What follows belongs to an exercise in optimizing a design on an open flow for small area and a short achievable clock period; a production flow would make more cautious choices. The RTL was checked by simulation tests, not by an equivalence proof against the original design.

[design/flow/config.mk]
export PLATFORM = sky130hd
export DESIGN_NAME = question_6
export DESIGN_NICKNAME = question_6
export VERILOG_FILES = /design/flow/design.v
export SDC_FILE = /design/flow/constraint.sdc
export NUM_CORES = 4
export LEC_CHECK = 0
export CAP_MARGIN = 20
export CORE_MARGIN = 2
export CORE_UTILIZATION = 40
export SETUP_SLACK_MARGIN = 2.7
export SLEW_MARGIN = 20
export TNS_END_PERCENT = 100
[design/flow/constraint.sdc]
create_clock -name core_clock -period 5.0 [get_ports {clk}]
set_input_delay 1.0000 -clock core_clock [delete_from_list [all_inputs] [get_ports {clk}]]
set_output_delay 1.0000 -clock core_clock [all_outputs]
set_load 0.01 [all_outputs]
[design/flow/design.v]
module q6_inv (input a, output y);
    assign y = ~a;
endmodule
module q6_nand2 (input a, input b, output y);
    assign y = ~(a & b);
endmodule
module q6_nor2 (input a, input b, output y);
    assign y = ~(a | b);
endmodule
module q6_xor2 (input a, input b, output y);
    assign y = a ^ b;
endmodule
module q6_xnor2 (input a, input b, output y);
    assign y = ~(a ^ b);
endmodule
module q6_nor2b (input a, input bn, output y);
    assign y = ~(a | ~bn);
endmodule
module q6_o21ai (input a1, input a2, input b1, output y);
    assign y = ~((a1 | a2) & b1);
endmodule
module q6_a21oi (input a1, input a2, input b1, output y);
    assign y = ~((a1 & a2) | b1);
endmodule
module q6_ha (input a, input b, output s, output c);
    assign s = a ^ b;
    assign c = a & b;
endmodule
module question_6(
    input clk,
    input rst,
    input signed [15:0] x,
    output reg signed [15:0] y
);
    reg signed [15:0] s1, s2, s3;
    wire [15:0] y_n, s1_n, s2_n;
    wire n1;
    q6_nand2 g1 (.a(x[0]), .b(s1[0]), .y(n1));
    wire n2;
    q6_nand2 g2 (.a(x[1]), .b(s1[1]), .y(n2));
    wire n3;
    q6_nand2 g3 (.a(x[2]), .b(s1[2]), .y(n3));
    wire n4;
    q6_nand2 g4 (.a(x[3]), .b(s1[3]), .y(n4));
    wire n5;
    q6_nand2 g5 (.a(x[4]), .b(s1[4]), .y(n5));
    wire n6;
    q6_nand2 g6 (.a(x[5]), .b(s1[5]), .y(n6));
    wire n7;
    q6_nand2 g7 (.a(x[6]), .b(s1[6]), .y(n7));
    wire n8;
    q6_nand2 g8 (.a(x[7]), .b(s1[7]), .y(n8));
    wire n9;
    q6_nand2 g9 (.a(x[8]), .b(s1[8]), .y(n9));
    wire n10;
    q6_nand2 g10 (.a(x[9]), .b(s1[9]), .y(n10));
    wire n11;
    q6_nand2 g11 (.a(x[10]), .b(s1[10]), .y(n11));
    wire n12;
    q6_nand2 g12 (.a(x[11]), .b(s1[11]), .y(n12));
    wire n13;
    q6_nand2 g13 (.a(x[12]), .b(s1[12]), .y(n13));
    wire n14;
    q6_nand2 g14 (.a(x[13]), .b(s1[13]), .y(n14));
    wire n15;
    q6_nand2 g15 (.a(x[14]), .b(s1[14]), .y(n15));
    wire n16;
    q6_nor2 g16 (.a(x[0]), .b(s1[0]), .y(n16));
    wire n17;
    q6_nor2 g17 (.a(x[1]), .b(s1[1]), .y(n17));
    wire n18;
    q6_nor2 g18 (.a(x[2]), .b(s1[2]), .y(n18));
    wire n19;
    q6_nor2 g19 (.a(x[3]), .b(s1[3]), .y(n19));
    wire n20;
    q6_nor2 g20 (.a(x[4]), .b(s1[4]), .y(n20));
    wire n21;
    q6_nor2 g21 (.a(x[5]), .b(s1[5]), .y(n21));
    wire n22;
    q6_nor2 g22 (.a(x[6]), .b(s1[6]), .y(n22));
    wire n23;
    q6_nor2 g23 (.a(x[7]), .b(s1[7]), .y(n23));
    wire n24;
    q6_nor2 g24 (.a(x[8]), .b(s1[8]), .y(n24));
    wire n25;
    q6_nor2 g25 (.a(x[9]), .b(s1[9]), .y(n25));
    wire n26;
    q6_nor2 g26 (.a(x[10]), .b(s1[10]), .y(n26));
    wire n27;
    q6_nor2 g27 (.a(x[11]), .b(s1[11]), .y(n27));
    wire n28;
    q6_nor2 g28 (.a(x[12]), .b(s1[12]), .y(n28));
    wire n29;
    q6_nor2 g29 (.a(x[13]), .b(s1[13]), .y(n29));
    wire n30;
    q6_nor2 g30 (.a(x[14]), .b(s1[14]), .y(n30));
    wire n31;
    q6_nor2b g31 (.a(n16), .bn(n1), .y(n31));
    wire n32;
    q6_nor2b g32 (.a(n17), .bn(n2), .y(n32));
    wire n33;
    q6_nor2b g33 (.a(n18), .bn(n3), .y(n33));
    wire n34;
    q6_nor2b g34 (.a(n19), .bn(n4), .y(n34));
    wire n35;
    q6_nor2b g35 (.a(n20), .bn(n5), .y(n35));
    wire n36;
    q6_nor2b g36 (.a(n21), .bn(n6), .y(n36));
    wire n37;
    q6_nor2b g37 (.a(n22), .bn(n7), .y(n37));
    wire n38;
    q6_nor2b g38 (.a(n23), .bn(n8), .y(n38));
    wire n39;
    q6_nor2b g39 (.a(n24), .bn(n9), .y(n39));
    wire n40;
    q6_nor2b g40 (.a(n25), .bn(n10), .y(n40));
    wire n41;
    q6_nor2b g41 (.a(n26), .bn(n11), .y(n41));
    wire n42;
    q6_nor2b g42 (.a(n27), .bn(n12), .y(n42));
    wire n43;
    q6_nor2b g43 (.a(n28), .bn(n13), .y(n43));
    wire n44;
    q6_nor2b g44 (.a(n29), .bn(n14), .y(n44));
    wire n45;
    q6_nor2b g45 (.a(n30), .bn(n15), .y(n45));
    wire n46;
    q6_xor2 g46 (.a(x[15]), .b(s1[15]), .y(n46));
    wire n47;
    q6_o21ai g47 (.a1(n17), .a2(n1), .b1(n2), .y(n47));
    wire n48;
    q6_o21ai g48 (.a1(n19), .a2(n3), .b1(n4), .y(n48));
    wire n49;
    q6_nor2 g49 (.a(n19), .b(n18), .y(n49));
    wire n50;
    q6_o21ai g50 (.a1(n21), .a2(n5), .b1(n6), .y(n50));
    wire n51;
    q6_nor2 g51 (.a(n21), .b(n20), .y(n51));
    wire n52;
    q6_o21ai g52 (.a1(n23), .a2(n7), .b1(n8), .y(n52));
    wire n53;
    q6_nor2 g53 (.a(n23), .b(n22), .y(n53));
    wire n54;
    q6_o21ai g54 (.a1(n25), .a2(n9), .b1(n10), .y(n54));
    wire n55;
    q6_nor2 g55 (.a(n25), .b(n24), .y(n55));
    wire n56;
    q6_o21ai g56 (.a1(n27), .a2(n11), .b1(n12), .y(n56));
    wire n57;
    q6_nor2 g57 (.a(n27), .b(n26), .y(n57));
    wire n58;
    q6_o21ai g58 (.a1(n29), .a2(n13), .b1(n14), .y(n58));
    wire n59;
    q6_nor2 g59 (.a(n29), .b(n28), .y(n59));
    wire n60;
    q6_inv g60 (.a(n47), .y(n60));
    wire n61;
    q6_o21ai g61 (.a1(n18), .a2(n60), .b1(n3), .y(n61));
    wire n62;
    q6_a21oi g62 (.a1(n49), .a2(n47), .b1(n48), .y(n62));
    wire n63;
    q6_inv g63 (.a(n7), .y(n63));
    wire n64;
    q6_inv g64 (.a(n22), .y(n64));
    wire n65;
    q6_a21oi g65 (.a1(n64), .a2(n50), .b1(n63), .y(n65));
    wire n66;
    q6_nand2 g66 (.a(n64), .b(n51), .y(n66));
    wire n67;
    q6_a21oi g67 (.a1(n53), .a2(n50), .b1(n52), .y(n67));
    wire n68;
    q6_nand2 g68 (.a(n53), .b(n51), .y(n68));
    wire n69;
    q6_inv g69 (.a(n11), .y(n69));
    wire n70;
    q6_inv g70 (.a(n26), .y(n70));
    wire n71;
    q6_a21oi g71 (.a1(n70), .a2(n54), .b1(n69), .y(n71));
    wire n72;
    q6_nand2 g72 (.a(n70), .b(n55), .y(n72));
    wire n73;
    q6_a21oi g73 (.a1(n57), .a2(n54), .b1(n56), .y(n73));
    wire n74;
    q6_nand2 g74 (.a(n57), .b(n55), .y(n74));
    wire n75;
    q6_inv g75 (.a(n15), .y(n75));
    wire n76;
    q6_inv g76 (.a(n30), .y(n76));
    wire n77;
    q6_a21oi g77 (.a1(n76), .a2(n58), .b1(n75), .y(n77));
    wire n78;
    q6_nand2 g78 (.a(n76), .b(n59), .y(n78));
    wire n79;
    q6_o21ai g79 (.a1(n20), .a2(n62), .b1(n5), .y(n79));
    wire n80;
    q6_inv g80 (.a(n50), .y(n80));
    wire n81;
    q6_inv g81 (.a(n51), .y(n81));
    wire n82;
    q6_o21ai g82 (.a1(n81), .a2(n62), .b1(n80), .y(n82));
    wire n83;
    q6_o21ai g83 (.a1(n66), .a2(n62), .b1(n65), .y(n83));
    wire n84;
    q6_o21ai g84 (.a1(n68), .a2(n62), .b1(n67), .y(n84));
    wire n85;
    q6_o21ai g85 (.a1(n28), .a2(n73), .b1(n13), .y(n85));
    wire n86;
    q6_nor2 g86 (.a(n28), .b(n74), .y(n86));
    wire n87;
    q6_inv g87 (.a(n58), .y(n87));
    wire n88;
    q6_inv g88 (.a(n59), .y(n88));
    wire n89;
    q6_o21ai g89 (.a1(n88), .a2(n73), .b1(n87), .y(n89));
    wire n90;
    q6_nor2 g90 (.a(n88), .b(n74), .y(n90));
    wire n91;
    q6_o21ai g91 (.a1(n78), .a2(n73), .b1(n77), .y(n91));
    wire n92;
    q6_nor2 g92 (.a(n78), .b(n74), .y(n92));
    wire n93;
    q6_inv g93 (.a(n9), .y(n93));
    wire n94;
    q6_inv g94 (.a(n24), .y(n94));
    wire n95;
    q6_a21oi g95 (.a1(n94), .a2(n84), .b1(n93), .y(n95));
    wire n96;
    q6_a21oi g96 (.a1(n55), .a2(n84), .b1(n54), .y(n96));
    wire n97;
    q6_inv g97 (.a(n71), .y(n97));
    wire n98;
    q6_inv g98 (.a(n72), .y(n98));
    wire n99;
    q6_a21oi g99 (.a1(n98), .a2(n84), .b1(n97), .y(n99));
    wire n100;
    q6_inv g100 (.a(n73), .y(n100));
    wire n101;
    q6_inv g101 (.a(n74), .y(n101));
    wire n102;
    q6_a21oi g102 (.a1(n101), .a2(n84), .b1(n100), .y(n102));
    wire n103;
    q6_a21oi g103 (.a1(n86), .a2(n84), .b1(n85), .y(n103));
    wire n104;
    q6_a21oi g104 (.a1(n90), .a2(n84), .b1(n89), .y(n104));
    wire n105;
    q6_a21oi g105 (.a1(n92), .a2(n84), .b1(n91), .y(n105));
    wire n106;
    q6_xnor2 g106 (.a(n32), .b(n1), .y(n106));
    wire n107;
    q6_xor2 g107 (.a(n33), .b(n47), .y(n107));
    wire n108;
    q6_xor2 g108 (.a(n34), .b(n61), .y(n108));
    wire n109;
    q6_xnor2 g109 (.a(n35), .b(n62), .y(n109));
    wire n110;
    q6_xor2 g110 (.a(n36), .b(n79), .y(n110));
    wire n111;
    q6_xor2 g111 (.a(n37), .b(n82), .y(n111));
    wire n112;
    q6_xor2 g112 (.a(n38), .b(n83), .y(n112));
    wire n113;
    q6_xor2 g113 (.a(n39), .b(n84), .y(n113));
    wire n114;
    q6_xnor2 g114 (.a(n40), .b(n95), .y(n114));
    wire n115;
    q6_xnor2 g115 (.a(n41), .b(n96), .y(n115));
    wire n116;
    q6_xnor2 g116 (.a(n42), .b(n99), .y(n116));
    wire n117;
    q6_xnor2 g117 (.a(n43), .b(n102), .y(n117));
    wire n118;
    q6_xnor2 g118 (.a(n44), .b(n103), .y(n118));
    wire n119;
    q6_xnor2 g119 (.a(n45), .b(n104), .y(n119));
    wire n120;
    q6_xnor2 g120 (.a(n46), .b(n105), .y(n120));
    wire n121;
    q6_xnor2 g121 (.a(s2[0]), .b(y[1]), .y(n121));
    wire n122;
    q6_xnor2 g122 (.a(n121), .b(x[0]), .y(n122));
    wire n123;
    q6_nand2 g123 (.a(s2[0]), .b(y[1]), .y(n123));
    wire n124;
    q6_o21ai g124 (.a1(x[0]), .a2(n121), .b1(n123), .y(n124));
    wire n125;
    q6_xnor2 g125 (.a(s2[1]), .b(y[2]), .y(n125));
    wire n126;
    q6_xor2 g126 (.a(n125), .b(x[1]), .y(n126));
    wire n127;
    q6_nand2 g127 (.a(s2[1]), .b(y[2]), .y(n127));
    wire n128;
    q6_o21ai g128 (.a1(x[1]), .a2(n125), .b1(n127), .y(n128));
    wire n129;
    q6_xnor2 g129 (.a(s2[2]), .b(y[3]), .y(n129));
    wire n130;
    q6_xor2 g130 (.a(n129), .b(x[2]), .y(n130));
    wire n131;
    q6_nand2 g131 (.a(s2[2]), .b(y[3]), .y(n131));
    wire n132;
    q6_o21ai g132 (.a1(x[2]), .a2(n129), .b1(n131), .y(n132));
    wire n133;
    q6_xnor2 g133 (.a(s2[3]), .b(y[4]), .y(n133));
    wire n134;
    q6_xor2 g134 (.a(n133), .b(x[3]), .y(n134));
    wire n135;
    q6_nand2 g135 (.a(s2[3]), .b(y[4]), .y(n135));
    wire n136;
    q6_o21ai g136 (.a1(x[3]), .a2(n133), .b1(n135), .y(n136));
    wire n137;
    q6_xnor2 g137 (.a(s2[4]), .b(y[5]), .y(n137));
    wire n138;
    q6_xor2 g138 (.a(n137), .b(x[4]), .y(n138));
    wire n139;
    q6_nand2 g139 (.a(s2[4]), .b(y[5]), .y(n139));
    wire n140;
    q6_o21ai g140 (.a1(x[4]), .a2(n137), .b1(n139), .y(n140));
    wire n141;
    q6_xnor2 g141 (.a(s2[5]), .b(y[6]), .y(n141));
    wire n142;
    q6_xor2 g142 (.a(n141), .b(x[5]), .y(n142));
    wire n143;
    q6_nand2 g143 (.a(s2[5]), .b(y[6]), .y(n143));
    wire n144;
    q6_o21ai g144 (.a1(x[5]), .a2(n141), .b1(n143), .y(n144));
    wire n145;
    q6_xnor2 g145 (.a(s2[6]), .b(y[7]), .y(n145));
    wire n146;
    q6_xor2 g146 (.a(n145), .b(x[6]), .y(n146));
    wire n147;
    q6_nand2 g147 (.a(s2[6]), .b(y[7]), .y(n147));
    wire n148;
    q6_o21ai g148 (.a1(x[6]), .a2(n145), .b1(n147), .y(n148));
    wire n149;
    q6_xnor2 g149 (.a(s2[7]), .b(y[8]), .y(n149));
    wire n150;
    q6_xor2 g150 (.a(n149), .b(x[7]), .y(n150));
    wire n151;
    q6_nand2 g151 (.a(s2[7]), .b(y[8]), .y(n151));
    wire n152;
    q6_o21ai g152 (.a1(x[7]), .a2(n149), .b1(n151), .y(n152));
    wire n153;
    q6_xnor2 g153 (.a(s2[8]), .b(y[9]), .y(n153));
    wire n154;
    q6_xor2 g154 (.a(n153), .b(x[8]), .y(n154));
    wire n155;
    q6_nand2 g155 (.a(s2[8]), .b(y[9]), .y(n155));
    wire n156;
    q6_o21ai g156 (.a1(x[8]), .a2(n153), .b1(n155), .y(n156));
    wire n157;
    q6_xnor2 g157 (.a(s2[9]), .b(y[10]), .y(n157));
    wire n158;
    q6_xor2 g158 (.a(n157), .b(x[9]), .y(n158));
    wire n159;
    q6_nand2 g159 (.a(s2[9]), .b(y[10]), .y(n159));
    wire n160;
    q6_o21ai g160 (.a1(x[9]), .a2(n157), .b1(n159), .y(n160));
    wire n161;
    q6_xnor2 g161 (.a(s2[10]), .b(y[11]), .y(n161));
    wire n162;
    q6_xor2 g162 (.a(n161), .b(x[10]), .y(n162));
    wire n163;
    q6_nand2 g163 (.a(s2[10]), .b(y[11]), .y(n163));
    wire n164;
    q6_o21ai g164 (.a1(x[10]), .a2(n161), .b1(n163), .y(n164));
    wire n165;
    q6_xnor2 g165 (.a(s2[11]), .b(y[12]), .y(n165));
    wire n166;
    q6_xor2 g166 (.a(n165), .b(x[11]), .y(n166));
    wire n167;
    q6_nand2 g167 (.a(s2[11]), .b(y[12]), .y(n167));
    wire n168;
    q6_o21ai g168 (.a1(x[11]), .a2(n165), .b1(n167), .y(n168));
    wire n169;
    q6_xnor2 g169 (.a(s2[12]), .b(y[13]), .y(n169));
    wire n170;
    q6_xor2 g170 (.a(n169), .b(x[12]), .y(n170));
    wire n171;
    q6_nand2 g171 (.a(s2[12]), .b(y[13]), .y(n171));
    wire n172;
    q6_o21ai g172 (.a1(x[12]), .a2(n169), .b1(n171), .y(n172));
    wire n173;
    q6_xnor2 g173 (.a(s2[13]), .b(y[14]), .y(n173));
    wire n174;
    q6_xor2 g174 (.a(n173), .b(x[13]), .y(n174));
    wire n175;
    q6_nand2 g175 (.a(s2[13]), .b(y[14]), .y(n175));
    wire n176;
    q6_o21ai g176 (.a1(x[13]), .a2(n173), .b1(n175), .y(n176));
    wire n177;
    q6_xnor2 g177 (.a(s2[14]), .b(y[15]), .y(n177));
    wire n178;
    q6_xor2 g178 (.a(n177), .b(x[14]), .y(n178));
    wire n179;
    q6_nand2 g179 (.a(s2[14]), .b(y[15]), .y(n179));
    wire n180;
    q6_o21ai g180 (.a1(x[14]), .a2(n177), .b1(n179), .y(n180));
    wire n181;
    q6_xnor2 g181 (.a(s2[15]), .b(y[15]), .y(n181));
    wire n182;
    q6_xor2 g182 (.a(n181), .b(x[15]), .y(n182));
    wire n183;
    q6_nand2 g183 (.a(n126), .b(n124), .y(n183));
    wire n184;
    q6_nand2 g184 (.a(n130), .b(n128), .y(n184));
    wire n185;
    q6_nand2 g185 (.a(n134), .b(n132), .y(n185));
    wire n186;
    q6_nand2 g186 (.a(n138), .b(n136), .y(n186));
    wire n187;
    q6_nand2 g187 (.a(n142), .b(n140), .y(n187));
    wire n188;
    q6_nand2 g188 (.a(n146), .b(n144), .y(n188));
    wire n189;
    q6_nand2 g189 (.a(n150), .b(n148), .y(n189));
    wire n190;
    q6_nand2 g190 (.a(n154), .b(n152), .y(n190));
    wire n191;
    q6_nand2 g191 (.a(n158), .b(n156), .y(n191));
    wire n192;
    q6_nand2 g192 (.a(n162), .b(n160), .y(n192));
    wire n193;
    q6_nand2 g193 (.a(n166), .b(n164), .y(n193));
    wire n194;
    q6_nand2 g194 (.a(n170), .b(n168), .y(n194));
    wire n195;
    q6_nand2 g195 (.a(n174), .b(n172), .y(n195));
    wire n196;
    q6_nand2 g196 (.a(n178), .b(n176), .y(n196));
    wire n197;
    q6_nor2 g197 (.a(n126), .b(n124), .y(n197));
    wire n198;
    q6_nor2 g198 (.a(n130), .b(n128), .y(n198));
    wire n199;
    q6_nor2 g199 (.a(n134), .b(n132), .y(n199));
    wire n200;
    q6_nor2 g200 (.a(n138), .b(n136), .y(n200));
    wire n201;
    q6_nor2 g201 (.a(n142), .b(n140), .y(n201));
    wire n202;
    q6_nor2 g202 (.a(n146), .b(n144), .y(n202));
    wire n203;
    q6_nor2 g203 (.a(n150), .b(n148), .y(n203));
    wire n204;
    q6_nor2 g204 (.a(n154), .b(n152), .y(n204));
    wire n205;
    q6_nor2 g205 (.a(n158), .b(n156), .y(n205));
    wire n206;
    q6_nor2 g206 (.a(n162), .b(n160), .y(n206));
    wire n207;
    q6_nor2 g207 (.a(n166), .b(n164), .y(n207));
    wire n208;
    q6_nor2 g208 (.a(n170), .b(n168), .y(n208));
    wire n209;
    q6_nor2 g209 (.a(n174), .b(n172), .y(n209));
    wire n210;
    q6_nor2 g210 (.a(n178), .b(n176), .y(n210));
    wire n211;
    q6_nor2b g211 (.a(n197), .bn(n183), .y(n211));
    wire n212;
    q6_nor2b g212 (.a(n198), .bn(n184), .y(n212));
    wire n213;
    q6_nor2b g213 (.a(n199), .bn(n185), .y(n213));
    wire n214;
    q6_nor2b g214 (.a(n200), .bn(n186), .y(n214));
    wire n215;
    q6_nor2b g215 (.a(n201), .bn(n187), .y(n215));
    wire n216;
    q6_nor2b g216 (.a(n202), .bn(n188), .y(n216));
    wire n217;
    q6_nor2b g217 (.a(n203), .bn(n189), .y(n217));
    wire n218;
    q6_nor2b g218 (.a(n204), .bn(n190), .y(n218));
    wire n219;
    q6_nor2b g219 (.a(n205), .bn(n191), .y(n219));
    wire n220;
    q6_nor2b g220 (.a(n206), .bn(n192), .y(n220));
    wire n221;
    q6_nor2b g221 (.a(n207), .bn(n193), .y(n221));
    wire n222;
    q6_nor2b g222 (.a(n208), .bn(n194), .y(n222));
    wire n223;
    q6_nor2b g223 (.a(n209), .bn(n195), .y(n223));
    wire n224;
    q6_nor2b g224 (.a(n210), .bn(n196), .y(n224));
    wire n225;
    q6_xor2 g225 (.a(n182), .b(n180), .y(n225));
    wire n226;
    q6_o21ai g226 (.a1(n197), .a2(n122), .b1(n183), .y(n226));
    wire n227;
    q6_o21ai g227 (.a1(n199), .a2(n184), .b1(n185), .y(n227));
    wire n228;
    q6_nor2 g228 (.a(n199), .b(n198), .y(n228));
    wire n229;
    q6_o21ai g229 (.a1(n201), .a2(n186), .b1(n187), .y(n229));
    wire n230;
    q6_nor2 g230 (.a(n201), .b(n200), .y(n230));
    wire n231;
    q6_o21ai g231 (.a1(n203), .a2(n188), .b1(n189), .y(n231));
    wire n232;
    q6_nor2 g232 (.a(n203), .b(n202), .y(n232));
    wire n233;
    q6_o21ai g233 (.a1(n205), .a2(n190), .b1(n191), .y(n233));
    wire n234;
    q6_nor2 g234 (.a(n205), .b(n204), .y(n234));
    wire n235;
    q6_o21ai g235 (.a1(n207), .a2(n192), .b1(n193), .y(n235));
    wire n236;
    q6_nor2 g236 (.a(n207), .b(n206), .y(n236));
    wire n237;
    q6_o21ai g237 (.a1(n209), .a2(n194), .b1(n195), .y(n237));
    wire n238;
    q6_nor2 g238 (.a(n209), .b(n208), .y(n238));
    wire n239;
    q6_inv g239 (.a(n226), .y(n239));
    wire n240;
    q6_o21ai g240 (.a1(n198), .a2(n239), .b1(n184), .y(n240));
    wire n241;
    q6_a21oi g241 (.a1(n228), .a2(n226), .b1(n227), .y(n241));
    wire n242;
    q6_inv g242 (.a(n188), .y(n242));
    wire n243;
    q6_inv g243 (.a(n202), .y(n243));
    wire n244;
    q6_a21oi g244 (.a1(n243), .a2(n229), .b1(n242), .y(n244));
    wire n245;
    q6_nand2 g245 (.a(n243), .b(n230), .y(n245));
    wire n246;
    q6_a21oi g246 (.a1(n232), .a2(n229), .b1(n231), .y(n246));
    wire n247;
    q6_nand2 g247 (.a(n232), .b(n230), .y(n247));
    wire n248;
    q6_inv g248 (.a(n192), .y(n248));
    wire n249;
    q6_inv g249 (.a(n206), .y(n249));
    wire n250;
    q6_a21oi g250 (.a1(n249), .a2(n233), .b1(n248), .y(n250));
    wire n251;
    q6_nand2 g251 (.a(n249), .b(n234), .y(n251));
    wire n252;
    q6_a21oi g252 (.a1(n236), .a2(n233), .b1(n235), .y(n252));
    wire n253;
    q6_nand2 g253 (.a(n236), .b(n234), .y(n253));
    wire n254;
    q6_inv g254 (.a(n196), .y(n254));
    wire n255;
    q6_inv g255 (.a(n210), .y(n255));
    wire n256;
    q6_a21oi g256 (.a1(n255), .a2(n237), .b1(n254), .y(n256));
    wire n257;
    q6_nand2 g257 (.a(n255), .b(n238), .y(n257));
    wire n258;
    q6_o21ai g258 (.a1(n200), .a2(n241), .b1(n186), .y(n258));
    wire n259;
    q6_inv g259 (.a(n229), .y(n259));
    wire n260;
    q6_inv g260 (.a(n230), .y(n260));
    wire n261;
    q6_o21ai g261 (.a1(n260), .a2(n241), .b1(n259), .y(n261));
    wire n262;
    q6_o21ai g262 (.a1(n245), .a2(n241), .b1(n244), .y(n262));
    wire n263;
    q6_o21ai g263 (.a1(n247), .a2(n241), .b1(n246), .y(n263));
    wire n264;
    q6_o21ai g264 (.a1(n208), .a2(n252), .b1(n194), .y(n264));
    wire n265;
    q6_nor2 g265 (.a(n208), .b(n253), .y(n265));
    wire n266;
    q6_inv g266 (.a(n237), .y(n266));
    wire n267;
    q6_inv g267 (.a(n238), .y(n267));
    wire n268;
    q6_o21ai g268 (.a1(n267), .a2(n252), .b1(n266), .y(n268));
    wire n269;
    q6_nor2 g269 (.a(n267), .b(n253), .y(n269));
    wire n270;
    q6_o21ai g270 (.a1(n257), .a2(n252), .b1(n256), .y(n270));
    wire n271;
    q6_nor2 g271 (.a(n257), .b(n253), .y(n271));
    wire n272;
    q6_inv g272 (.a(n190), .y(n272));
    wire n273;
    q6_inv g273 (.a(n204), .y(n273));
    wire n274;
    q6_a21oi g274 (.a1(n273), .a2(n263), .b1(n272), .y(n274));
    wire n275;
    q6_a21oi g275 (.a1(n234), .a2(n263), .b1(n233), .y(n275));
    wire n276;
    q6_inv g276 (.a(n250), .y(n276));
    wire n277;
    q6_inv g277 (.a(n251), .y(n277));
    wire n278;
    q6_a21oi g278 (.a1(n277), .a2(n263), .b1(n276), .y(n278));
    wire n279;
    q6_inv g279 (.a(n252), .y(n279));
    wire n280;
    q6_inv g280 (.a(n253), .y(n280));
    wire n281;
    q6_a21oi g281 (.a1(n280), .a2(n263), .b1(n279), .y(n281));
    wire n282;
    q6_a21oi g282 (.a1(n265), .a2(n263), .b1(n264), .y(n282));
    wire n283;
    q6_a21oi g283 (.a1(n269), .a2(n263), .b1(n268), .y(n283));
    wire n284;
    q6_a21oi g284 (.a1(n271), .a2(n263), .b1(n270), .y(n284));
    wire n285;
    q6_xnor2 g285 (.a(n211), .b(n122), .y(n285));
    wire n286;
    q6_xor2 g286 (.a(n212), .b(n226), .y(n286));
    wire n287;
    q6_xor2 g287 (.a(n213), .b(n240), .y(n287));
    wire n288;
    q6_xnor2 g288 (.a(n214), .b(n241), .y(n288));
    wire n289;
    q6_xor2 g289 (.a(n215), .b(n258), .y(n289));
    wire n290;
    q6_xor2 g290 (.a(n216), .b(n261), .y(n290));
    wire n291;
    q6_xor2 g291 (.a(n217), .b(n262), .y(n291));
    wire n292;
    q6_xor2 g292 (.a(n218), .b(n263), .y(n292));
    wire n293;
    q6_xnor2 g293 (.a(n219), .b(n274), .y(n293));
    wire n294;
    q6_xnor2 g294 (.a(n220), .b(n275), .y(n294));
    wire n295;
    q6_xnor2 g295 (.a(n221), .b(n278), .y(n295));
    wire n296;
    q6_xnor2 g296 (.a(n222), .b(n281), .y(n296));
    wire n297;
    q6_xnor2 g297 (.a(n223), .b(n282), .y(n297));
    wire n298;
    q6_xnor2 g298 (.a(n224), .b(n283), .y(n298));
    wire n299;
    q6_xnor2 g299 (.a(n225), .b(n284), .y(n299));
    wire n300s, n300c;
    q6_ha g300 (.a(s3[0]), .b(y[2]), .s(n300s), .c(n300c));
    wire n301;
    q6_xor2 g301 (.a(n300s), .b(x[0]), .y(n301));
    wire n302;
    q6_a21oi g302 (.a1(x[0]), .a2(n300s), .b1(n300c), .y(n302));
    wire n303s, n303c;
    q6_ha g303 (.a(s3[1]), .b(y[3]), .s(n303s), .c(n303c));
    wire n304;
    q6_xnor2 g304 (.a(n303s), .b(x[1]), .y(n304));
    wire n305;
    q6_a21oi g305 (.a1(x[1]), .a2(n303s), .b1(n303c), .y(n305));
    wire n306s, n306c;
    q6_ha g306 (.a(s3[2]), .b(y[4]), .s(n306s), .c(n306c));
    wire n307;
    q6_xnor2 g307 (.a(n306s), .b(x[2]), .y(n307));
    wire n308;
    q6_a21oi g308 (.a1(x[2]), .a2(n306s), .b1(n306c), .y(n308));
    wire n309s, n309c;
    q6_ha g309 (.a(s3[3]), .b(y[5]), .s(n309s), .c(n309c));
    wire n310;
    q6_xnor2 g310 (.a(n309s), .b(x[3]), .y(n310));
    wire n311;
    q6_a21oi g311 (.a1(x[3]), .a2(n309s), .b1(n309c), .y(n311));
    wire n312s, n312c;
    q6_ha g312 (.a(s3[4]), .b(y[6]), .s(n312s), .c(n312c));
    wire n313;
    q6_xnor2 g313 (.a(n312s), .b(x[4]), .y(n313));
    wire n314;
    q6_a21oi g314 (.a1(x[4]), .a2(n312s), .b1(n312c), .y(n314));
    wire n315s, n315c;
    q6_ha g315 (.a(s3[5]), .b(y[7]), .s(n315s), .c(n315c));
    wire n316;
    q6_xnor2 g316 (.a(n315s), .b(x[5]), .y(n316));
    wire n317;
    q6_a21oi g317 (.a1(x[5]), .a2(n315s), .b1(n315c), .y(n317));
    wire n318s, n318c;
    q6_ha g318 (.a(s3[6]), .b(y[8]), .s(n318s), .c(n318c));
    wire n319;
    q6_xnor2 g319 (.a(n318s), .b(x[6]), .y(n319));
    wire n320;
    q6_a21oi g320 (.a1(x[6]), .a2(n318s), .b1(n318c), .y(n320));
    wire n321s, n321c;
    q6_ha g321 (.a(s3[7]), .b(y[9]), .s(n321s), .c(n321c));
    wire n322;
    q6_xnor2 g322 (.a(n321s), .b(x[7]), .y(n322));
    wire n323;
    q6_a21oi g323 (.a1(x[7]), .a2(n321s), .b1(n321c), .y(n323));
    wire n324s, n324c;
    q6_ha g324 (.a(s3[8]), .b(y[10]), .s(n324s), .c(n324c));
    wire n325;
    q6_xnor2 g325 (.a(n324s), .b(x[8]), .y(n325));
    wire n326;
    q6_a21oi g326 (.a1(x[8]), .a2(n324s), .b1(n324c), .y(n326));
    wire n327s, n327c;
    q6_ha g327 (.a(s3[9]), .b(y[11]), .s(n327s), .c(n327c));
    wire n328;
    q6_xnor2 g328 (.a(n327s), .b(x[9]), .y(n328));
    wire n329;
    q6_a21oi g329 (.a1(x[9]), .a2(n327s), .b1(n327c), .y(n329));
    wire n330s, n330c;
    q6_ha g330 (.a(s3[10]), .b(y[12]), .s(n330s), .c(n330c));
    wire n331;
    q6_xnor2 g331 (.a(n330s), .b(x[10]), .y(n331));
    wire n332;
    q6_a21oi g332 (.a1(x[10]), .a2(n330s), .b1(n330c), .y(n332));
    wire n333s, n333c;
    q6_ha g333 (.a(s3[11]), .b(y[13]), .s(n333s), .c(n333c));
    wire n334;
    q6_xnor2 g334 (.a(n333s), .b(x[11]), .y(n334));
    wire n335;
    q6_a21oi g335 (.a1(x[11]), .a2(n333s), .b1(n333c), .y(n335));
    wire n336s, n336c;
    q6_ha g336 (.a(s3[12]), .b(y[14]), .s(n336s), .c(n336c));
    wire n337;
    q6_xnor2 g337 (.a(n336s), .b(x[12]), .y(n337));
    wire n338;
    q6_a21oi g338 (.a1(x[12]), .a2(n336s), .b1(n336c), .y(n338));
    wire n339s, n339c;
    q6_ha g339 (.a(s3[13]), .b(y[15]), .s(n339s), .c(n339c));
    wire n340;
    q6_xnor2 g340 (.a(n339s), .b(x[13]), .y(n340));
    wire n341;
    q6_a21oi g341 (.a1(x[13]), .a2(n339s), .b1(n339c), .y(n341));
    wire n342s, n342c;
    q6_ha g342 (.a(s3[14]), .b(y[15]), .s(n342s), .c(n342c));
    wire n343;
    q6_xnor2 g343 (.a(n342s), .b(x[14]), .y(n343));
    wire n344;
    q6_a21oi g344 (.a1(x[14]), .a2(n342s), .b1(n342c), .y(n344));
    wire n345;
    q6_xnor2 g345 (.a(s3[15]), .b(y[15]), .y(n345));
    wire n346;
    q6_xor2 g346 (.a(n345), .b(x[15]), .y(n346));
    wire n347;
    q6_nor2 g347 (.a(n304), .b(n302), .y(n347));
    wire n348;
    q6_nor2 g348 (.a(n307), .b(n305), .y(n348));
    wire n349;
    q6_nor2 g349 (.a(n310), .b(n308), .y(n349));
    wire n350;
    q6_nor2 g350 (.a(n313), .b(n311), .y(n350));
    wire n351;
    q6_nor2 g351 (.a(n316), .b(n314), .y(n351));
    wire n352;
    q6_nor2 g352 (.a(n319), .b(n317), .y(n352));
    wire n353;
    q6_nor2 g353 (.a(n322), .b(n320), .y(n353));
    wire n354;
    q6_nor2 g354 (.a(n325), .b(n323), .y(n354));
    wire n355;
    q6_nor2 g355 (.a(n328), .b(n326), .y(n355));
    wire n356;
    q6_nor2 g356 (.a(n331), .b(n329), .y(n356));
    wire n357;
    q6_nor2 g357 (.a(n334), .b(n332), .y(n357));
    wire n358;
    q6_nor2 g358 (.a(n337), .b(n335), .y(n358));
    wire n359;
    q6_nor2 g359 (.a(n340), .b(n338), .y(n359));
    wire n360;
    q6_nor2 g360 (.a(n343), .b(n341), .y(n360));
    wire n361;
    q6_nand2 g361 (.a(n304), .b(n302), .y(n361));
    wire n362;
    q6_nand2 g362 (.a(n307), .b(n305), .y(n362));
    wire n363;
    q6_nand2 g363 (.a(n310), .b(n308), .y(n363));
    wire n364;
    q6_nand2 g364 (.a(n313), .b(n311), .y(n364));
    wire n365;
    q6_nand2 g365 (.a(n316), .b(n314), .y(n365));
    wire n366;
    q6_nand2 g366 (.a(n319), .b(n317), .y(n366));
    wire n367;
    q6_nand2 g367 (.a(n322), .b(n320), .y(n367));
    wire n368;
    q6_nand2 g368 (.a(n325), .b(n323), .y(n368));
    wire n369;
    q6_nand2 g369 (.a(n328), .b(n326), .y(n369));
    wire n370;
    q6_nand2 g370 (.a(n331), .b(n329), .y(n370));
    wire n371;
    q6_nand2 g371 (.a(n334), .b(n332), .y(n371));
    wire n372;
    q6_nand2 g372 (.a(n337), .b(n335), .y(n372));
    wire n373;
    q6_nand2 g373 (.a(n340), .b(n338), .y(n373));
    wire n374;
    q6_nand2 g374 (.a(n343), .b(n341), .y(n374));
    wire n375;
    q6_nor2b g375 (.a(n347), .bn(n361), .y(n375));
    wire n376;
    q6_nor2b g376 (.a(n348), .bn(n362), .y(n376));
    wire n377;
    q6_nor2b g377 (.a(n349), .bn(n363), .y(n377));
    wire n378;
    q6_nor2b g378 (.a(n350), .bn(n364), .y(n378));
    wire n379;
    q6_nor2b g379 (.a(n351), .bn(n365), .y(n379));
    wire n380;
    q6_nor2b g380 (.a(n352), .bn(n366), .y(n380));
    wire n381;
    q6_nor2b g381 (.a(n353), .bn(n367), .y(n381));
    wire n382;
    q6_nor2b g382 (.a(n354), .bn(n368), .y(n382));
    wire n383;
    q6_nor2b g383 (.a(n355), .bn(n369), .y(n383));
    wire n384;
    q6_nor2b g384 (.a(n356), .bn(n370), .y(n384));
    wire n385;
    q6_nor2b g385 (.a(n357), .bn(n371), .y(n385));
    wire n386;
    q6_nor2b g386 (.a(n358), .bn(n372), .y(n386));
    wire n387;
    q6_nor2b g387 (.a(n359), .bn(n373), .y(n387));
    wire n388;
    q6_nor2b g388 (.a(n360), .bn(n374), .y(n388));
    wire n389;
    q6_xor2 g389 (.a(n346), .b(n344), .y(n389));
    wire n390;
    q6_a21oi g390 (.a1(n362), .a2(n347), .b1(n348), .y(n390));
    wire n391;
    q6_a21oi g391 (.a1(n364), .a2(n349), .b1(n350), .y(n391));
    wire n392;
    q6_nand2 g392 (.a(n364), .b(n363), .y(n392));
    wire n393;
    q6_a21oi g393 (.a1(n366), .a2(n351), .b1(n352), .y(n393));
    wire n394;
    q6_nand2 g394 (.a(n366), .b(n365), .y(n394));
    wire n395;
    q6_a21oi g395 (.a1(n368), .a2(n353), .b1(n354), .y(n395));
    wire n396;
    q6_nand2 g396 (.a(n368), .b(n367), .y(n396));
    wire n397;
    q6_a21oi g397 (.a1(n370), .a2(n355), .b1(n356), .y(n397));
    wire n398;
    q6_nand2 g398 (.a(n370), .b(n369), .y(n398));
    wire n399;
    q6_a21oi g399 (.a1(n372), .a2(n357), .b1(n358), .y(n399));
    wire n400;
    q6_nand2 g400 (.a(n372), .b(n371), .y(n400));
    wire n401;
    q6_a21oi g401 (.a1(n374), .a2(n359), .b1(n360), .y(n401));
    wire n402;
    q6_nand2 g402 (.a(n374), .b(n373), .y(n402));
    wire n403;
    q6_inv g403 (.a(n390), .y(n403));
    wire n404;
    q6_a21oi g404 (.a1(n363), .a2(n403), .b1(n349), .y(n404));
    wire n405;
    q6_o21ai g405 (.a1(n392), .a2(n390), .b1(n391), .y(n405));
    wire n406;
    q6_inv g406 (.a(n353), .y(n406));
    wire n407;
    q6_inv g407 (.a(n367), .y(n407));
    wire n408;
    q6_o21ai g408 (.a1(n407), .a2(n393), .b1(n406), .y(n408));
    wire n409;
    q6_nor2 g409 (.a(n407), .b(n394), .y(n409));
    wire n410;
    q6_o21ai g410 (.a1(n396), .a2(n393), .b1(n395), .y(n410));
    wire n411;
    q6_nor2 g411 (.a(n396), .b(n394), .y(n411));
    wire n412;
    q6_inv g412 (.a(n357), .y(n412));
    wire n413;
    q6_inv g413 (.a(n371), .y(n413));
    wire n414;
    q6_o21ai g414 (.a1(n413), .a2(n397), .b1(n412), .y(n414));
    wire n415;
    q6_nor2 g415 (.a(n413), .b(n398), .y(n415));
    wire n416;
    q6_o21ai g416 (.a1(n400), .a2(n397), .b1(n399), .y(n416));
    wire n417;
    q6_nor2 g417 (.a(n400), .b(n398), .y(n417));
    wire n418;
    q6_a21oi g418 (.a1(n365), .a2(n405), .b1(n351), .y(n418));
    wire n419;
    q6_inv g419 (.a(n393), .y(n419));
    wire n420;
    q6_inv g420 (.a(n394), .y(n420));
    wire n421;
    q6_a21oi g421 (.a1(n420), .a2(n405), .b1(n419), .y(n421));
    wire n422;
    q6_a21oi g422 (.a1(n409), .a2(n405), .b1(n408), .y(n422));
    wire n423;
    q6_a21oi g423 (.a1(n411), .a2(n405), .b1(n410), .y(n423));
    wire n424;
    q6_a21oi g424 (.a1(n373), .a2(n416), .b1(n359), .y(n424));
    wire n425;
    q6_nand2 g425 (.a(n373), .b(n417), .y(n425));
    wire n426;
    q6_inv g426 (.a(n401), .y(n426));
    wire n427;
    q6_inv g427 (.a(n402), .y(n427));
    wire n428;
    q6_a21oi g428 (.a1(n427), .a2(n416), .b1(n426), .y(n428));
    wire n429;
    q6_nand2 g429 (.a(n427), .b(n417), .y(n429));
    wire n430;
    q6_inv g430 (.a(n355), .y(n430));
    wire n431;
    q6_inv g431 (.a(n369), .y(n431));
    wire n432;
    q6_o21ai g432 (.a1(n431), .a2(n423), .b1(n430), .y(n432));
    wire n433;
    q6_o21ai g433 (.a1(n398), .a2(n423), .b1(n397), .y(n433));
    wire n434;
    q6_inv g434 (.a(n414), .y(n434));
    wire n435;
    q6_inv g435 (.a(n415), .y(n435));
    wire n436;
    q6_o21ai g436 (.a1(n435), .a2(n423), .b1(n434), .y(n436));
    wire n437;
    q6_inv g437 (.a(n416), .y(n437));
    wire n438;
    q6_inv g438 (.a(n417), .y(n438));
    wire n439;
    q6_o21ai g439 (.a1(n438), .a2(n423), .b1(n437), .y(n439));
    wire n440;
    q6_o21ai g440 (.a1(n425), .a2(n423), .b1(n424), .y(n440));
    wire n441;
    q6_o21ai g441 (.a1(n429), .a2(n423), .b1(n428), .y(n441));
    wire n442;
    q6_xor2 g442 (.a(n376), .b(n347), .y(n442));
    wire n443;
    q6_xnor2 g443 (.a(n377), .b(n390), .y(n443));
    wire n444;
    q6_xnor2 g444 (.a(n378), .b(n404), .y(n444));
    wire n445;
    q6_xor2 g445 (.a(n379), .b(n405), .y(n445));
    wire n446;
    q6_xnor2 g446 (.a(n380), .b(n418), .y(n446));
    wire n447;
    q6_xnor2 g447 (.a(n381), .b(n421), .y(n447));
    wire n448;
    q6_xnor2 g448 (.a(n382), .b(n422), .y(n448));
    wire n449;
    q6_xnor2 g449 (.a(n383), .b(n423), .y(n449));
    wire n450;
    q6_xor2 g450 (.a(n384), .b(n432), .y(n450));
    wire n451;
    q6_xor2 g451 (.a(n385), .b(n433), .y(n451));
    wire n452;
    q6_xor2 g452 (.a(n386), .b(n436), .y(n452));
    wire n453;
    q6_xor2 g453 (.a(n387), .b(n439), .y(n453));
    wire n454;
    q6_xor2 g454 (.a(n388), .b(n440), .y(n454));
    wire n455;
    q6_xor2 g455 (.a(n389), .b(n441), .y(n455));
    assign y_n[0] = n31;
    assign s1_n[0] = n122;
    assign s2_n[0] = n301;
    assign y_n[1] = n106;
    assign s1_n[1] = n285;
    assign s2_n[1] = n375;
    assign y_n[2] = n107;
    assign s1_n[2] = n286;
    assign s2_n[2] = n442;
    assign y_n[3] = n108;
    assign s1_n[3] = n287;
    assign s2_n[3] = n443;
    assign y_n[4] = n109;
    assign s1_n[4] = n288;
    assign s2_n[4] = n444;
    assign y_n[5] = n110;
    assign s1_n[5] = n289;
    assign s2_n[5] = n445;
    assign y_n[6] = n111;
    assign s1_n[6] = n290;
    assign s2_n[6] = n446;
    assign y_n[7] = n112;
    assign s1_n[7] = n291;
    assign s2_n[7] = n447;
    assign y_n[8] = n113;
    assign s1_n[8] = n292;
    assign s2_n[8] = n448;
    assign y_n[9] = n114;
    assign s1_n[9] = n293;
    assign s2_n[9] = n449;
    assign y_n[10] = n115;
    assign s1_n[10] = n294;
    assign s2_n[10] = n450;
    assign y_n[11] = n116;
    assign s1_n[11] = n295;
    assign s2_n[11] = n451;
    assign y_n[12] = n117;
    assign s1_n[12] = n296;
    assign s2_n[12] = n452;
    assign y_n[13] = n118;
    assign s1_n[13] = n297;
    assign s2_n[13] = n453;
    assign y_n[14] = n119;
    assign s1_n[14] = n298;
    assign s2_n[14] = n454;
    assign y_n[15] = n120;
    assign s1_n[15] = n299;
    assign s2_n[15] = n455;
    always @(posedge clk or posedge rst) begin
        if (rst) begin
            s1 <= 16'sd0;
            s2 <= 16'sd0;
            s3 <= 16'sd0;
            y  <= 16'sd0;
        end else begin
            y  <= y_n;
            s1 <= s1_n;
            s2 <= s2_n;
            s3 <= y;
        end
    end
endmodule
[design/flow/flow/run.sh]
#!/bin/bash
set -euo pipefail
W=$(pwd)
R=$W/orfs/results/$FLOW_PLATFORM/question_6/base
LIB=$FLOW_HOME/platforms/$FLOW_PLATFORM/lib/sky130_fd_sc_hd__tt_025C_1v80.lib

bash standard.sh synth > $W/log_1_standard_synth.txt 2>&1
cp $R/1_2_yosys.v $W/standard_synth.v

WORK=$W LIB_FILE=$LIB yosys -c flow/synth_map.tcl > $W/log_2_own_synth_yosys.txt 2>&1

# the registers must be those of the standard synthesis: same names, same cells
regs() { grep -oE 'sky130_fd_sc_hd__df[a-z0-9_]+ +[^ ]+' "$1" | sed -E 's/_[0-9]+ / /' | sort; }
regs $W/standard_synth.v > $W/regs_standard.txt
regs $W/own_synth.v > $W/regs_own.txt
if ! cmp -s $W/regs_standard.txt $W/regs_own.txt; then
  echo "registers differ from the standard synthesis" >&2
  diff $W/regs_standard.txt $W/regs_own.txt >&2 || true
  exit 1
fi

cp $W/own_synth.v $R/1_2_yosys.v
rm -f $R/1_synth.odb $R/1_synth.sdc

export BUFFER_PORTS_ARGS="-buffer_cell sky130_fd_sc_hd__buf_2"
export CTS_ARGS="-sink_clustering_enable -repair_clock_nets -buf_list sky130_fd_sc_hd__clkbuf_2 -root_buf sky130_fd_sc_hd__clkbuf_4 -sink_clustering_buffer sky130_fd_sc_hd__clkbuf_2 -sink_clustering_size 16 -dont_use_dummy_load"
bash standard.sh finish > $W/log_3_standard_layout.txt 2>&1
[design/flow/flow/q6_cells.v]
// One-to-one mapping of the design's q6_* gate modules onto library cells.
module q6_inv (input a, output y);
    sky130_fd_sc_hd__inv_1 _TECHMAP_REPLACE_ (.A(a), .Y(y));
endmodule
module q6_nand2 (input a, input b, output y);
    sky130_fd_sc_hd__nand2_1 _TECHMAP_REPLACE_ (.A(a), .B(b), .Y(y));
endmodule
module q6_nor2 (input a, input b, output y);
    sky130_fd_sc_hd__nor2_1 _TECHMAP_REPLACE_ (.A(a), .B(b), .Y(y));
endmodule
module q6_xor2 (input a, input b, output y);
    sky130_fd_sc_hd__xor2_1 _TECHMAP_REPLACE_ (.A(a), .B(b), .X(y));
endmodule
module q6_xnor2 (input a, input b, output y);
    sky130_fd_sc_hd__xnor2_1 _TECHMAP_REPLACE_ (.A(a), .B(b), .Y(y));
endmodule
module q6_nor2b (input a, input bn, output y);
    sky130_fd_sc_hd__nor2b_1 _TECHMAP_REPLACE_ (.A(a), .B_N(bn), .Y(y));
endmodule
module q6_o21ai (input a1, input a2, input b1, output y);
    sky130_fd_sc_hd__o21ai_1 _TECHMAP_REPLACE_ (.A1(a1), .A2(a2), .B1(b1), .Y(y));
endmodule
module q6_a21oi (input a1, input a2, input b1, output y);
    sky130_fd_sc_hd__a21oi_1 _TECHMAP_REPLACE_ (.A1(a1), .A2(a2), .B1(b1), .Y(y));
endmodule
// the reset inverter that the flip-flop mapping adds
module \$_NOT_ (input A, output Y);
    sky130_fd_sc_hd__inv_1 _TECHMAP_REPLACE_ (.A(A), .Y(Y));
endmodule
module q6_ha (input a, input b, output s, output c);
    sky130_fd_sc_hd__ha_1 _TECHMAP_REPLACE_ (.A(a), .B(b), .SUM(s), .COUT(c));
endmodule
[design/flow/flow/synth_map.tcl]
# Own synthesis: the design's q6_* gate modules are mapped one to one onto
# library cells (flow/q6_cells.v); the registers are mapped and named as the
# standard synthesis does (<register>[<bit>]$_DFF_PP0_ on the same cell).
yosys -import
set lib $::env(LIB_FILE)
set top $::env(FLOW_TOP)
read_liberty -lib $lib
read_verilog -defer -sv $::env(FLOW_DESIGN)
hierarchy -check -top $top
yosys proc
opt_clean
techmap -map $::env(WORK)/flow/q6_cells.v
techmap
opt -fast
yosys rename -wire $top/t:\$_DFF*
dfflibmap -liberty $lib
opt -fast
techmap -map $::env(WORK)/flow/q6_cells.v
opt_clean -purge
hierarchy -top $top
check -assert -mapped
tee -o $::env(WORK)/own_synth.stat stat -liberty $lib
write_verilog -noattr -nohex -nodec $::env(WORK)/own_synth.v
[design/flow/standard.sh]
#!/bin/bash
# synth_recipe.tcl (not shown) runs the flow's synth.tcl, then flattens the netlist and writes it again
# the make line also repeats each setting of config.mk as NAME=value (left out here)
make -C /OpenROAD-flow-scripts/flow DESIGN_CONFIG=/design/flow/config.mk WORK_HOME=/design/flow/orfs CLKGATE_MAP_FILE= SYNTH_SCRIPT=/design/flow/synth_recipe.tcl "${@:-finish}"
==> results of run 1 <==
worst reg2reg max path, stage by stage (launching register included):
cell and delay (ns):
dfrtp_1 0.47, ha_1 0.34, xnor2_1 0.21, nand2_1 0.13, a21oi_2 0.23, o21ai_4 0.13
a21oi_4 0.30, o21ai_1 0.12, xor2_1 0.17
routing by layer:
metal | GRT usage | vias to the layer above | part of all wire
li1 | - | 1751 | -
met1 | 0.2089 | 1490 | 0.47
met2 | 0.2761 | 37 | 0.49
met3 | 0.03617 | 9 | 0.028
met4 | 0.04981 | 0 | 0.013
met5 | 0 | - | 0
what timing repair did:
item,4_1_cts,5_1_grt
setup buffers,0,2
pin swaps,0,3
endpoints found under the setup margin,21,17
resized for setup,5,9
layout by cell type, fill, tap and decap left out, types with 6 or more instances in the layout:
| cell | count |
|---|---|
| xnor2_1 | 55 |
| buf_2 | 33 |
| xor2_1 | 40 |
| a21oi_2 | 6 |
| clkbuf_4 | 9 |
| nor2b_1 | 43 |
| ha_1 | 15 |
| nor2_1 | 65 |
| dfrtp_1 | 63 |
| inv_1 | 49 |
| a21oi_1 | 48 |
| o21ai_1 | 52 |
| nand2_1 | 76 |
stage by stage:
step / cell area (µm²) / instances / setup WS (ns) / util
2_1_floorplan: 4187 / 520 / 2.705 / -
3_3_place_gp: 4529 / 690 / 2.183 / 0.4427
3_5_place_dp: 4529 / 690 / 2.116 / 0.4427
4_1_cts: 4623 / 699 / 2.697 / 0.4519
5_1_grt: 4681 / 701 / 2.696 / 0.4575
6_report: 4681 / 701 / 2.809 / 0.4575
registers in the layout, summed over array words and instances, names as in the netlist:
register  count
y            16
s1           16
s2           16
s3           16
worst paths after layout:
path,startpoint,endpoint,depth (start not counted)
worst min register to register,y[0],s3[0],0
max in group asynchronous,rst,s1[0],3
min in group asynchronous,rst,y[5],3
worst max-delay path,y[6],s2[11],8
worst max register to register,y[6],s2[11],8
worst min-delay path,y[0],s3[0],0
cell type report:
cell class	count	area share
Multi-Input combinational cell	406	0.5258
Sequential cell	64	0.3424
Inverter	50	0.04090
Timing Repair Buffer	36	0.04010
Tap cell	136	0.03635
Clock buffer	9	0.01443
==> results.txt, run 1 <==
status no timing/DRC/antenna violations; deepest clock path buffer count 2; period utilization 0.4382; clock transition time at the flip-flop clock pins of the worst setup and hold paths 0.12 ns; largest net degree at the start of global routing 65; minimum clock period after layout 2.191 ns; Via Count 3287; capturing element type of the critical path register; worst-path cell with the longest stage delay dfrtp_1; number of remaining DRC errors 0; worst min-delay path class register to register; worst slew margin relative to its limit 0.4349; All-Layer GR Usage 0.1635; effective utilization at floorplan 0.4077; wire length of the first global-routing pass 14770 µm; via count of the first global-routing pass 3298; CP delay by family, top compound AO/OA/AOI/OAI gates; endpoint required time on the critical path 5.29 ns; Cells after Synth 520; clock latency of the later-clocked register in the worst-skew pair 0.42 ns; number of warning messages in the yosys log 1; maximum achievable frequency 456.4 MHz; aggregate routed wire length 8373 µm; max-cap violations 0; Max Slew Vio Count 0; CP Buf/Inv Count 0; placeable core region 10230 µm²; series of cell instances along the critical path ha_1 > xnor2_1 > nand2_1 > a21oi_2 > o21ai_4 > a21oi_4 > o21ai_1 > xor2_1; filler instances 1030; CTS tree built; number of CTS-inserted buffers 9; RSZ-0062 raised after global routing true; final RePlAce weighted congestion 0.7687; floorplan row count 37; antenna violations before repair 0; Hold Violations, Final 0; final setup violation count 0; global route total overflow 0; combined area of the multi-input logic cells 2461 µm²; placed wire-length estimate after detailed placement 6260 µm; clk root buf clkbuf_4; die outline height 106.1 µm; sort of element at the start of the critical path register; H-tree depth 3; Hold WS 0.3978 ns; width of the die 106.1 µm; syn_nets 553; starting DRC count in detailed routing 109; highest fanout seen on the critical path 7; synthesized area per cell 8.022 µm²; CTS sink count 64; first drt pass iteration count 4; hold buffer count at CTS 0; number of buffers inserted by port buffering 33; Detail Route Antenna Nets 0; startpoint-to-endpoint class of the critical path register to register; aggregate negative setup slack 0 ns; Critical Path Max Stage Delay 0.47 ns; share of final-layout standard cells stronger than drive strength 1 0.1044; slew at the pin closest to its max-slew limit 0.8477 ns; Netlist Area Pre-Place 4172 µm²; area added between synthesis and finish 12.21%; Worst R2R Setup Slack 2.81 ns; average wire per cell in the routed design 11.94 µm; n_diodes 0; Final nets 600; total die area 11260 µm²; number of ports placed on the die boundary 34; Register Area 1603 µm²; endpoint arrival time on the critical path 2.48 ns; largest clock skew in the final design 0.04210 ns; average via count per standard cell 4.689
==> run 2: changes to the inputs <==
--- a/design/flow/config.mk
+++ b/design/flow/config.mk
@@ -8,6 +8,6 @@
 export CAP_MARGIN = 20
 export CORE_MARGIN = 2
 export CORE_UTILIZATION = 40
-export SETUP_SLACK_MARGIN = 2.7
+export SETUP_SLACK_MARGIN = 2.9
 export SLEW_MARGIN = 20
 export TNS_END_PERCENT = 100
==> run 2 against run 1 <==
  * Cell area grew 9.6%
  * Worst setup slack gained 0.13 ns
  * Register-to-register slack gained 0.17 ns
  * Wire length grew 7.2%
  * Still clean
  * Synthesized area is the same
  * Maximum frequency grew 6.3%
  * Global-route usage grew 1.5 points
  * Flip-flop and latch count is the same
  * Die area is the same
  * Final cell count grew 1.1%
  * Via count grew 4.8%
==> results.txt, run 2 <==
worst hold path cell count 0 (unchanged); sort of element at the start of the critical path register (unchanged); floorplan row count 37 (unchanged); highest fanout seen on the critical path 5 (was 7); average wire per cell in the routed design 12.66 µm (was 11.94 µm); area added between synthesis and finish 23.04% (was 12.21%); endpoint of the worst register-to-register path s2[15] (was s2[11]); Critical Path Max Stage Delay 0.48 ns (was 0.47 ns); Hold Violations, Final 0 (unchanged); width of the die 106.1 µm (unchanged); clock transition time at the flip-flop clock pins of the worst setup and hold paths 0.11 ns (was 0.12 ns); deepest clock path buffer count 2 (unchanged); final RePlAce weighted congestion 0.8029 (was 0.7687); capturing element type of the critical path output port (was register); RSZ-0062 raised after global routing true (unchanged); clk root buf clkbuf_4 (unchanged); Cells after Synth 520 (unchanged); worst slew margin relative to its limit 0.5405 (was 0.4349); CTS sink count 64 (unchanged); depth of the worst register-to-register path 8 (unchanged); slew at the pin closest to its max-slew limit 0.6878 ns (was 0.8477 ns); final setup violation count 0 (unchanged); worst min-delay path class register to register (unchanged); Netlist Area Pre-Place 4172 µm² (unchanged); series of cell instances along the critical path buf_2 (was ha_1 > xnor2_1 > nand2_1 > a21oi_2 > o21ai_4 > a21oi_4 > o21ai_1 > xor2_1); Detail Route Antenna Nets 0 (unchanged); number of remaining DRC errors 0 (unchanged); number of buffers inserted by port buffering 33 (unchanged); via count of the first global-routing pass 3439 (was 3298); max-cap violations 0 (unchanged); Max Slew Vio Count 0 (unchanged); beginning of the worst register-to-register path y[2] (was y[6]); Worst Min Path Start y[0] (unchanged); antenna violations before repair 0 (unchanged); endpoint arrival time on the critical path 1.06 ns (was 2.48 ns); die outline height 106.1 µm (unchanged); average via count per standard cell 4.858 (was 4.689); wire length of the first global-routing pass 15680 µm (was 14770 µm); period utilization 0.4123 (was 0.4382); clock latency of the later-clocked register in the worst-skew pair 0.44 ns (was 0.42 ns); synthesized area per cell 8.022 µm² (unchanged); share of final-layout standard cells stronger than drive strength 1 0.2373 (was 0.1044); number of warning messages in the yosys log 1 (unchanged); Final nets 608 (was 600); commonest non-fill, non-tap cell in the layout nand2_1 (unchanged); Register Area 1619 µm² (was 1603 µm²); global route total overflow 0 (unchanged); largest clock skew in the final design 0.01982 ns (was 0.04210 ns); Via Count 3444 (was 3287); total die area 11260 µm² (unchanged); syn_nets 553 (unchanged); n_diodes 0 (unchanged); aggregate routed wire length 8977 µm (was 8373 µm); Worst R2R Setup Slack 2.98 ns (was 2.81 ns); startpoint-to-endpoint class of the critical path register to output port (was register to register); hold buffer count at CTS 0 (unchanged); combined area of the multi-input logic cells 2799 µm² (was 2461 µm²); effective utilization at floorplan 0.4077 (unchanged); placeable core region 10230 µm² (unchanged); utilization after layout 0.5017 (was 0.4575); starting DRC count in detailed routing 142 (was 109); maximum achievable frequency 485.1 MHz (was 456.4 MHz); minimum clock period after layout 2.062 ns (was 2.191 ns); placed wire-length estimate after detailed placement 6635 µm (was 6260 µm); CP delay by family, top flip-flops (was compound AO/OA/AOI/OAI gates); leading cell types in the layout, fill and taps excluded nand2_1, nor2_1, dfrtp_1 (unchanged); CP Buf/Inv Count 1 (was 0); placed standard-cell area 4679 µm² (was 4529 µm²); hold-critical path endpoint s3[0] (unchanged); worst-path cell with the longest stage delay dfrtp_2 (was dfrtp_1); first drt pass iteration count 4 (unchanged); All-Layer GR Usage 0.1787 (was 0.1635); largest net degree at the start of global routing 37 (was 65); CTS tree built (unchanged); number of ports placed on the die boundary 34 (unchanged); filler instances 976 (was 1030); cell area after layout 5132 µm² (was 4681 µm²); number of CTS-inserted buffers 9 (unchanged); aggregate negative setup slack 0 ns (unchanged); endpoint required time on the critical path 4.00 ns (was 5.29 ns); status no timing/DRC/antenna violations (unchanged); H-tree depth 3 (unchanged)
-- run 2: per-layer routing --
| layer | track usage | wire length [µm] | part of all wire | vias to the layer above |
|---|---|---|---|---|
| li1 | - | - | - | 1773 |
| met1 | 0.2256 | 4126 | 0.46 | 1603 |
| met2 | 0.2880 | 4323 | 0.48 | 54 |
| met3 | 0.03740 | 344 | 0.038 | 14 |
| met4 | 0.09305 | 182 | 0.020 | 0 |
| met5 | 0 | 0 | 0 | - |
-- run 2: worst register-to-register path, cell delays in order (launching register included) --
cell	delay [ns]
dfrtp_2	0.46
ha_1	0.33
a21oi_2	0.21
nor2_4	0.08
a21oi_4	0.18
o21ai_4	0.13
a21oi_4	0.27
o21ai_1	0.12
xor2_1	0.15
-- run 2: through the flow --
stage          cells  hold WS (ns)  worst slack, ns
2_1_floorplan    520        0.4160            2.858
3_3_place_gp     690        0.3616            2.439
3_5_place_dp     690        0.3616            2.362
4_1_cts          703        0.3988            2.894
5_1_grt          709        0.4041            2.872
6_report         709        0.3969            2.938
-- run 2: timing repair --
item	in CTS	in global routing
setup buffers	4	6
gates resized for setup	13	46
endpoints found under the hold margin	0	0
pin swaps	5	5
endpoints found under the setup margin	26	32
-- run 2: cell type report --
type / instances / share of cell area
Clock buffer: 9 / 0.01316
Sequential cell: 64 / 0.3155
Inverter: 50 / 0.03730
Multi-Input combinational cell: 406 / 0.5453
Tap cell: 136 / 0.03315
Timing Repair Buffer: 44 / 0.05558
-- run 2: how the worst max path moves through the flow --
stage	slack [ns]	end	startpoint	depth (start not counted)
after floorplan	2.86	s1[15]	x[1]	7
after global placement	2.44	y[14]	x[0]	7
after detailed placement	2.36	y[14]	x[0]	7
after CTS	2.89	s2[15]	y[6]	8
after global routing	2.87	y[1]	y[1]	1
final	2.94	y[6]	y[6]	1
==> run 3: changes to the inputs <==
--- a/design/flow/config.mk
+++ b/design/flow/config.mk
@@ -8,6 +8,6 @@
 export CAP_MARGIN = 20
 export CORE_MARGIN = 2
 export CORE_UTILIZATION = 40
-export SETUP_SLACK_MARGIN = 2.9
+export SETUP_SLACK_MARGIN = 2.75
 export SLEW_MARGIN = 20
 export TNS_END_PERCENT = 100
==> run 3 against run 2 <==
  * Worst setup slack lost 0.10 ns
  * Count of clock-buffer cells in the layout did not move
  * Flip-flop and latch count unchanged
  * Maximum frequency is 4.8% lower
  * Wire length down 4.6%
  * Clock skew up 0.012 ns
  * Critical path type is now input port to register
  * Critical endpoint is now s1[13]
==> results.txt, run 3 <==
number of remaining DRC errors 0 (unchanged); die outline height 106.1 µm (unchanged); period utilization 0.4333 (was 0.4123); width of the die 106.1 µm (unchanged); wire length of the first global-routing pass 14470 µm (was 15680 µm); antenna violations before repair 0 (unchanged); number of warning messages in the yosys log 1 (unchanged); clock latency of the later-clocked register in the worst-skew pair 0.41 ns (was 0.44 ns); Critical Path Max Stage Delay 0.28 ns (was 0.48 ns); clock transition time at the flip-flop clock pins of the worst setup and hold paths 0.09 ns (was 0.11 ns); start point of the critical path x[1] (was y[6]); n_diodes 0 (unchanged); worst min-delay path class register to register (unchanged); filler instances 995 (was 976); largest clock skew in the final design 0.03155 ns (was 0.01982 ns); highest fanout seen on the critical path 8 (was 5); placeable core region 10230 µm² (unchanged); starting DRC count in detailed routing 132 (was 142); Cells after Synth 520 (unchanged); leading cell types in the layout, fill and taps excluded nand2_1, nor2_1, dfrtp_1 (unchanged); status no timing/DRC/antenna violations (unchanged); average wire per cell in the routed design 12.24 µm (was 12.66 µm); Via Count 3317 (was 3444); hold buffer count at CTS 0 (unchanged); commonest non-fill, non-tap cell in the layout nand2_1 (unchanged); Hold Violations, Final 0 (unchanged); slew at the pin closest to its max-slew limit 0.8349 ns (was 0.6878 ns); deepest clock path buffer count 2 (unchanged); startpoint-to-endpoint class of the critical path input port to register (was register to output port); average via count per standard cell 4.739 (was 4.858); placed standard-cell area 4537 µm² (was 4679 µm²); final setup violation count 0 (unchanged); minimum clock period after layout 2.166 ns (was 2.062 ns); aggregate negative setup slack 0 ns (unchanged); syn_nets 553 (unchanged); worst-path cell with the longest stage delay o21ai_4 (was dfrtp_2); endpoint of the worst register-to-register path s2[10] (was s2[15]); total die area 11260 µm² (unchanged); share of final-layout standard cells stronger than drive strength 1 0.1312 (was 0.2373); series of cell instances along the critical path buf_2 > xor2_1 > nor2_1 > o21ai_2 > a21oi_4 > o21ai_4 > a21oi_1 > xnor2_1 (was buf_2); Register Area 1610 µm² (was 1619 µm²); All-Layer GR Usage 0.1620 (was 0.1787); number of ports placed on the die boundary 34 (unchanged); RSZ-0062 raised after global routing true (unchanged); CTS tree built (unchanged); worst hold path cell count 0 (unchanged); area added between synthesis and finish 13.74% (was 23.04%); number of buffers inserted by port buffering 33 (unchanged); cell area after layout 4745 µm² (was 5132 µm²); Netlist Area Pre-Place 4172 µm² (unchanged); CP delay by family, top compound AO/OA/AOI/OAI gates (was flip-flops); H-tree depth 3 (unchanged); placed wire-length estimate after detailed placement 6349 µm (was 6635 µm); combined area of the multi-input logic cells 2525 µm² (was 2799 µm²); worst slew margin relative to its limit 0.4434 (was 0.5405); Final nets 599 (was 608); capturing element type of the critical path register (was output port); floorplan row count 37 (unchanged); Worst R2R Setup Slack 2.85 ns (was 2.98 ns); beginning of the worst register-to-register path y[5] (was y[2]); max-cap violations 0 (unchanged); aggregate routed wire length 8567 µm (was 8977 µm); CTS sink count 64 (unchanged); final RePlAce weighted congestion 0.7995 (was 0.8029); endpoint arrival time on the critical path 2.44 ns (was 1.06 ns); global route total overflow 0 (unchanged); CP Buf/Inv Count 1 (unchanged); depth of the worst register-to-register path 8 (unchanged); Worst Min Path Start y[0] (unchanged); clk root buf clkbuf_4 (unchanged); maximum achievable frequency 461.6 MHz (was 485.1 MHz); Max Slew Vio Count 0 (unchanged); largest net degree at the start of global routing 65 (was 37); Detail Route Antenna Nets 0 (unchanged); effective utilization at floorplan 0.4077 (unchanged); via count of the first global-routing pass 3156 (was 3439); number of CTS-inserted buffers 9 (unchanged); endpoint required time on the critical path 5.27 ns (was 4.00 ns); first drt pass iteration count 4 (unchanged); sort of element at the start of the critical path input port (was register); minimum setup slack in the final design 2.834 ns (was 2.938 ns); pre-CTS setup slack 2.213 ns (was 2.362 ns); synthesized area per cell 8.022 µm² (unchanged); hold-critical path endpoint s3[0] (unchanged)
## run 3: worst max-delay path by stage
stage                     cells past startpoint      to  slack (ns)
final                                         8  s1[13]        2.83
after detailed placement                      7   y[15]        2.21
after CTS                                     8  s2[10]        2.77
after global routing                          8  s2[10]        2.70
after floorplan                               7  s1[15]        2.76
after global placement                        7   y[15]        2.27
## run 3: final cells by class
cell class	instances	share of cell area
inverter	50	0.04035
sequential	64	0.3394
clock buffer	9	0.01424
multi-input combinational	406	0.5322
timing repair buffer	35	0.03797
tap	136	0.03586
## run 3: routing by layer
metal  track usage  share of wire  vias to the layer above
met4       0.04135         0.0092                        0
met1        0.2050           0.46                     1507
met2        0.2766           0.49                       51
met5             0              0                        -
li1              -              -                     1751
met3       0.04047          0.037                        8
## run 3: per-stage QoR
stage          instances  utilization  hold slack [ns]
2_1_floorplan        520            -           0.4160
3_3_place_gp         690       0.4434           0.3582
4_1_cts              699       0.4526           0.3802
5_1_grt              700       0.4637           0.3967
3_5_place_dp         690       0.4434           0.3697
6_report             700       0.4637           0.3748
## run 3: repair_timing
item / in CTS / in global routing
pin swaps: 0 / 3
resized for setup: 4 / 25
setup buffers: 0 / 1
endpoints found under the setup margin: 20 / 19

## static timing again, ports no longer ideal
The flow's constraints put no driver on any port. The routed layouts listed below were extracted and timed again, unchanged, in two steps. Step 1: set_driving_cell puts a clkbuf_16 on clk and a buf_2 on each other input, an assumption about the parent block. Step 2, shift: input delay + t, output delay - t, t = (earliest + latest rising clock arrival at the registers) / 2. This alone moves slack from input paths to output paths. a / b / c = ideal / step 1 / step 2; a / b = the first two.
| run | t, ns | setup WS [ns] | worst setup path at the end | worst slew at a driven data input, ns |
|---|---|---|---|---|
| run 1 | 0.423 | 2.809 / 2.809 / 2.435 | input to register | 0.03 |
| run 2 | 0.457 | 2.938 / 2.908 / 2.526 | input to register | 0.03 |
| run 3 | 0.420 | 2.834 / 2.836 / 2.420 | input to register | 0.03 |
After both steps setup and hold are still met in every run listed. The setup slack of run 3, which loses most, moves by +0.002 ns with the drivers and by -0.414 ns with both steps.
